What follows belongs to an exercise in optimizing a design on an open flow for small area; a production flow would make more cautious choices. The RTL was checked by simulation tests, not by an equivalence proof against the original design.

== job 103 ==
// inverter_5level_top
module inverter_5level_top #(
    parameter DATA_WIDTH = 16,
    parameter PHASE_WIDTH = 32,
    parameter DEADTIME_WIDTH = 8,
    parameter CARRIER_DIV_WIDTH = 16
)(
    input  wire                         clk,
    input  wire                         rst_n,
    input  wire                         enable,
    input  wire [PHASE_WIDTH-1:0]       freq_50hz,
    input  wire [DATA_WIDTH-1:0]        modulation_index,
    input  wire [DEADTIME_WIDTH-1:0]    deadtime_cycles,
    input  wire [CARRIER_DIV_WIDTH-1:0] carrier_freq_div,
    output wire                         pwm1_ch1_high,
    output wire                         pwm1_ch1_low,
    output wire                         pwm1_ch2_high,
    output wire                         pwm1_ch2_low,
    output wire                         pwm2_ch1_high,
    output wire                         pwm2_ch1_low,
    output wire                         pwm2_ch2_high,
    output wire                         pwm2_ch2_low,
    output wire                         sync_pulse,
    output wire                         fault
);
==> flow/config.mk <==
export PLATFORM = sky130hd
export DESIGN_NAME = inverter_5level_top
export DESIGN_NICKNAME = inverter_5level_top
export VERILOG_FILES = /design/flow/design.v
export SDC_FILE = /design/flow/constraint.sdc
export NUM_CORES = 4
export LEC_CHECK = 0
export CAP_MARGIN = 0
export CORE_MARGIN = 2
export CORE_UTILIZATION = 40
export CTS_BUF_LIST = sky130_fd_sc_hd__clkbuf_8
export GPL_TIMING_DRIVEN = 0
export SLEW_MARGIN = 0
==> flow/constraint.sdc <==
create_clock -name core_clock -period 10.0 [get_ports {clk}]
set_input_delay 2.0000 -clock core_clock [delete_from_list [all_inputs] [get_ports {clk}]]
set_output_delay 2.0000 -clock core_clock [all_outputs]
set_load 0.01 [all_outputs]
standard.sh (not shown) runs the stock make flow with config.mk's settings and CLKGATE_MAP_FILE= SYNTH_SCRIPT=/design/flow/synth_recipe.tcl, a recipe that flattens the netlist after the stock synthesis.
==> flow/flow/run.sh <==
#!/bin/bash
# Own layout flow: the standard flow (standard.sh) with these changes:
#  - synthesis maps logic with an area-oriented ABC script (flow/abc_area.script)
#    instead of ORFS's speed script; registers are mapped as before (dfflibmap
#    runs before ABC), so their names and cells match the standard synthesis;
#  - Yosys's synth runs without its internal ABC pass (SYNTH_ARGS=-noabc), so
#    the adders written in the RTL reach extract_fa as written;
#  - port buffers are sky130_fd_sc_hd__buf_1 (every port still gets one).
# Each tool's output is in orfs/logs/...; make's own output goes to flow_make.log.
set -euo pipefail
here=$(pwd)
rm -rf "$here/scripts_area"
cp -r "$FLOW_HOME/scripts" "$here/scripts_area"
cp "$here/flow/abc_area.script" "$here/scripts_area/abc_area.script"
bash standard.sh \
  SCRIPTS_DIR="$here/scripts_area" \
  ABC_AREA=1 \
  SYNTH_ARGS=-noabc \
  BUFFER_PORTS_ARGS="-buffer_cell sky130_fd_sc_hd__buf_1" \
  finish > "$here/flow_make.log" 2>&1
==> flow/flow/abc_area.script <==
strash
&get -n
&deepsyn -T 60
&b
&put
dch
map -a
topo
stime -c
--- input diff job 103..job 105 ---
Settings: changing CAP_MARGIN from 0 to 20; changing SLEW_MARGIN from 0 to 20.
--- outcome ---
- Measured against each other, job 105 and job 103 differ in global routing usage on met3, the higher figure coming from job 105.
- The final core utilization was comparable across job 105 and job 103.
- Going from job 103 to job 105, count of plain and timing-repair buffers in the layout grew by 4, hold slack decreased by 6.5 ps relative to the old numbers.

========
inverter_5level_top again, from the RTL that the note above started with.
==> flow/config.mk <==
export PLATFORM = sky130hd
export DESIGN_NAME = inverter_5level_top
export DESIGN_NICKNAME = inverter_5level_top
export VERILOG_FILES = /design/flow/design.v
export SDC_FILE = /design/flow/constraint.sdc
export NUM_CORES = 4
export LEC_CHECK = 0
export CAP_MARGIN = 0
export CORE_MARGIN = 2
export CORE_UTILIZATION = 40
export CTS_BUF_LIST = sky130_fd_sc_hd__clkbuf_4 sky130_fd_sc_hd__clkbuf_8
export GPL_TIMING_DRIVEN = 0
export SLEW_MARGIN = 0
==> flow/constraint.sdc <==
create_clock -name core_clock -period 10.0 [get_ports {clk}]
set_input_delay 2.0000 -clock core_clock [delete_from_list [all_inputs] [get_ports {clk}]]
set_output_delay 2.0000 -clock core_clock [all_outputs]
set_load 0.01 [all_outputs]
Scripts as last shown in full above: flow/flow/run.sh, flow/flow/abc_area.script
Change:
- CAP_MARGIN: 0 -> 20
- CTS_BUF_LIST: sky130_fd_sc_hd__clkbuf_4 sky130_fd_sc_hd__clkbuf_8 -> sky130_fd_sc_hd__clkbuf_8
- CTS_CLUSTER_DIAMETER: default -> 100
- CTS_CLUSTER_SIZE: default -> 30
- SLEW_MARGIN: 0 -> 20
=>
- setup slack got worse by 0.011 ns
- via count rose slightly
- worst hold slack barely changes
- design area rose slightly
- area after synthesis is unchanged

afterwards: timing with drivers on the ports:
How much do the figures lean on ideal ports? The routed layouts below were timed once more, with nothing changed but the port constraints.
Step 1 assumes that a clkbuf_16 drives the clock port and a buf_2 every other input.
Step 2 also shifts input and output timing later by t, the mid clock arrival at the registers, as if the neighbouring blocks saw the same clock.
Slacks: no drivers / after step 1 / after step 2; pairs: no drivers / after step 1.
run	shift t [ns]	slack for setup (ns)	worst setup path at the end	latest minus earliest clock arrival (ns)
job 103	0.374	0.518 / 0.528 / 0.154	input to register	0.010 / 0.010
job 105	0.378	0.478 / 0.486 / 0.108	input to register	0.008 / 0.008
the first run of note 2	0.372	0.516 / 0.526 / 0.154	input to register	0.010 / 0.010
the second run of note 2	0.370	0.505 / 0.517 / 0.146	input to register	0.009 / 0.009
After both steps every run listed still meets setup and hold. For job 105, which loses most, drivers alone change the setup slack by +0.008 ns; drivers and shift together by -0.370 ns.
